Source: an optimization exercise on an open RTL-to-GDS flow (aim: small area). Production flows keep margins and buffers that such runs may drop. In this exercise RTL edits were held to simulation tests only and were not proved equivalent to the original.

==> v7 <==
Design dds, start of the top module:
module dds (
    input                clock,
    input                rstn,
    input                en,
    input         [ 1:0] wave_type,
    input  signed [15:0] amp_word,
    input         [31:0] pha_word,
    input         [31:0] sin_fre_word,
    input         [31:0] tri_incre_word,
    input         [31:0] tri_decre_word,
    input         [31:0] sqr_cnt_word,
    input         [31:0] sqr_cmp_word,
    output signed [13:0] wave_out
);
  wire [13:0] sine_wave;
  wire [13:0] triangle_wave;
  wire [13:0] square_wave;
  wire [13:0] mul_in;
  wire [13:0] mul_out;
  assign mul_in   = (wave_type == 2'b00) ? sine_wave : ((wave_type == 2'b01) ? triangle_wave : 14'b0);
  assign wave_out = wave_type[1] ? square_wave : mul_out;
  sin_dds u_sin_dds (
      .clock   (clock),
      .rstn    (rstn),
      .en      (en),
      .fre_word(sin_fre_word),
      .pha_word(pha_word),
      .wave_sin(sine_wave)
  );
  triangle_dds u_triangle_dds (
      .incre_word(tri_incre_word),
      .decre_word(tri_decre_word),
      .pha_word  (pha_word),
      .clk       (clock),
      .rstn      (rstn),
      .en        (en),
      .data      (triangle_wave)
  );
  square_dds u_square_dds (
      .cnt_word(sqr_cnt_word),
      .cmp_word(sqr_cmp_word),
      .pha_word(pha_word),
      .amp_word(amp_word[13:0]),
      .clk     (clock),
      .rstn    (rstn),
      .en      (en),
      .data    (square_wave)
  );
  mult_pipe u_mult (
      .CLK (clock),
      .RSTN(rstn),
      .A   (amp_word),
      .B   (mul_in),
      .P   (mul_out)
  );
endmodule
==> flow/config.mk <==
export PLATFORM = sky130hd
export DESIGN_NAME = dds
export DESIGN_NICKNAME = dds
export VERILOG_FILES = /design/flow/design.v
export SDC_FILE = /design/flow/constraint.sdc
export NUM_CORES = 4
export LEC_CHECK = 0
export CAP_MARGIN = 20
export CORE_MARGIN = 2
export CORE_UTILIZATION = 50
export PLACE_DENSITY = 0.65
export SLEW_MARGIN = 20
==> flow/constraint.sdc <==
create_clock -name core_clock -period 13.0 [get_ports {clock}]
set_input_delay 2.6000 -clock core_clock [delete_from_list [all_inputs] [get_ports {clock}]]
set_output_delay 2.6000 -clock core_clock [all_outputs]
set_load 0.01 [all_outputs]
standard.sh (not shown) runs the stock make flow with config.mk's settings and CLKGATE_MAP_FILE= SYNTH_SCRIPT=/design/flow/synth_recipe.tcl, a recipe that flattens the netlist after the stock synthesis.
==> flow/flow/run.sh <==
#!/bin/bash
set -euo pipefail
W=$(pwd)
F=$W/flow
R=$W/orfs/results/${FLOW_PLATFORM}/dds/base
LIB=$FLOW_HOME/platforms/sky130hd/lib/sky130_fd_sc_hd__tt_025C_1v80.lib
YOSYS=$(command -v yosys || echo $FLOW_HOME/../tools/install/yosys/bin/yosys)
if [ -f $F/env.sh ]; then source $F/env.sh; fi

bash standard.sh synth > $W/flow_1_synth.log 2>&1
cp $R/1_2_yosys.v $W/std_1_2_yosys.v

# The same synthesis again, with ABC mapping for area instead of speed: a
# copy of ORFS's scripts whose abc_speed.script is an area script. Its
# registers are checked against the standard synthesis's below.
rm -rf $W/scripts_area
cp -r $FLOW_HOME/scripts $W/scripts_area
cp $F/abc_synth.script $W/scripts_area/abc_speed.script
mkdir -p $W/std_results
cp $R/1_2_yosys.v $R/1_synth.odb $R/1_synth.sdc $W/std_results/
rm -f $R/1_2_yosys.v $R/1_synth.odb $R/1_synth.sdc
bash standard.sh SCRIPTS_DIR=$W/scripts_area $R/1_2_yosys.v > $W/flow_1b_synth_area.log 2>&1 || cp $W/std_1_2_yosys.v $R/1_2_yosys.v
grep -oE "sky130_fd_sc_hd__df[a-z0-9_]+ [^ ]+" $W/std_1_2_yosys.v | sort > $W/regs_std.txt
grep -oE "sky130_fd_sc_hd__df[a-z0-9_]+ [^ ]+" $R/1_2_yosys.v | sort > $W/regs_area.txt
if cmp -s $W/regs_std.txt $W/regs_area.txt; then
  cp $R/1_2_yosys.v $W/area_1_2_yosys.v
else
  echo "register mismatch; using the standard netlist" >> $W/flow_1b_synth_area.log
  cp $W/std_1_2_yosys.v $W/area_1_2_yosys.v
fi

KEEP=$(tr '\n' ' ' < $F/keep.txt)
cat > $W/resynth_a.ys <<EOY
read_liberty -ignore_miss_func -ignore_miss_dir $LIB
blackbox $KEEP
read_verilog $W/area_1_2_yosys.v
hierarchy -top $FLOW_TOP
flatten
opt_clean -purge
opt -purge
select -module $FLOW_TOP
write_json $W/resynth_a.json
EOY
$YOSYS -s $W/resynth_a.ys > $W/flow_2_resynth_a.log 2>&1
python3 $F/polar.py $W/resynth_a.json $W/resynth_b.json > $W/flow_3_polar.log 2>&1
cat > $W/resynth_b.ys <<EOY
read_json $W/resynth_b.json
hierarchy -top $FLOW_TOP
opt -purge
abc -liberty $LIB $(cat $F/dontuse.txt) -script $F/abc_area.script
opt_clean -purge
setundef -zero
hilomap -singleton -hicell sky130_fd_sc_hd__conb_1 HI -locell sky130_fd_sc_hd__conb_1 LO
splitnets
opt_clean -purge
insbuf -buf sky130_fd_sc_hd__buf_4 A X
check
stat -liberty $LIB
write_verilog -noattr -noexpr -nohex -nodec $W/resynth.v
EOY
$YOSYS -s $W/resynth_b.ys > $W/flow_4_resynth_b.log 2>&1

# registers must be the standard synthesis's, by name and cell type
grep -oE "sky130_fd_sc_hd__df[a-z0-9_]+ [^ ]+" $W/resynth.v | sort > $W/regs_new.txt
if cmp -s $W/regs_std.txt $W/regs_new.txt; then
  cp $W/resynth.v $R/1_2_yosys.v
else
  echo "register mismatch; using the synthesis netlist" >> $W/flow_4_resynth_b.log
  cp $W/area_1_2_yosys.v $R/1_2_yosys.v
fi
rm -f $R/1_synth.odb $R/1_synth.sdc

bash standard.sh finish > $W/flow_5_layout.log 2>&1
==> flow/flow/abc_synth.script <==
strash
dc2
dch -f
map -a
strash
dch -f
map -a
topo
==> flow/flow/env.sh <==
export BUFFER_PORTS_ARGS="-buffer_cell sky130_fd_sc_hd__buf_1"
export CTS_ARGS="-sink_clustering_enable -repair_clock_nets -dont_use_dummy_load -buf_list sky130_fd_sc_hd__clkbuf_4 -sink_clustering_size 10 -sink_clustering_max_diameter 50"
Other scripts of this flow, unchanged in this note and not shown: flow/flow/abc_area.script, flow/flow/dontuse.txt, flow/flow/keep.txt, flow/flow/polar.py
==> inputs of v38, as changes to v7 <==
==> flow/flow/abc_synth.script (replaced) <==
strash
dch
map -a
topo
==> flow/flow/env.sh (replaced) <==
export BUFFER_PORTS_ARGS="-buffer_cell sky130_fd_sc_hd__buf_1"
export CTS_ARGS="-sink_clustering_enable -repair_clock_nets -dont_use_dummy_load -buf_list sky130_fd_sc_hd__clkbuf_4 -sink_clustering_size 8 -sink_clustering_max_diameter 40"
==> impl_metrics.toml <==
[outcome]
status = "complete, no violations"

[detailed_routing]
vias = 17700
drt_pass1_iterations = 5

[clock_network]
clkSlewWorstSetupHoldPaths_ns = 0.08

[floorplan]
start_util_pct = 50.6

[worst_hold_path]
hp-start = "u_mult.p2[0]$_DFF_P_"

[layout]
fillers = 3791
clock_cell_area_share_pct = 1.67
inverters = 290
multi_input_cells = 1664

[sta]
holdWs_ns = 0.299

[synth]
synthCells = 2261

[placed_design]
place_hpwl_um = 49700
(the above is from v38)
==> impl_metrics.toml <==
[placed_design]
place_hpwl_um = 47400
place_congestion = 0.957

[clock_network]
numCtsBuffers = 42
clkSlewWorstSetupHoldPaths_ns = 0.10

[detailed_routing]
vias = 17500

[sta]
holdWs_ns = 0.302
period_needed_ns = 11.56

[floorplan]
start_util_pct = 50.3
fp.dieW_um = 209

[worst_hold_path]
hp-start = "u_sin_dds.u_accumlator.s1[6]$_DFF_P_"
min_to = "u_sin_dds.u_accumlator.s2[6]$_DFF_PN0_"

[outcome]
status = "complete, no violations"

[layout]
inverters = 294
(the above is from v7)

## re-timing with driven ports
In the flow no input, the clock included, has a driving cell. The finished layouts below were timed again as built, in two steps. Step 1 (the two cells are an assumption about what drives the block):
set clk [get_ports {clock}]
set_driving_cell -lib_cell sky130_fd_sc_hd__clkbuf_16 $clk
set_driving_cell -lib_cell sky130_fd_sc_hd__buf_2 [delete_from_list [all_inputs] $clk]
Step 2 moves the port delays by t, midway between the first and last clock arrival at a register: inputs arrive t later, outputs are due t later. That takes back most of the time a late clock gives input paths. Slacks: ideal ports / drivers / drivers and shift; pairs: ideal ports / drivers.
| run | shift t [ns] | setup WS [ns] | worst setup path after step 2 | slew at the worst register clock pin (ns) | pins driven straight from the clock port |
|---|---|---|---|---|---|
| v7 | 0.770 | 1.442 / 1.415 / 1.129 | input to register | 0.11 / 0.11 | 1 |
| v38 | 0.787 | 1.916 / 1.931 / 1.143 | input to register | 0.09 / 0.09 | 1 |
After both steps every run listed still meets setup and hold. The setup slack of v38, which loses most, moves by +0.015 ns with the drivers and by -0.773 ns with both steps.
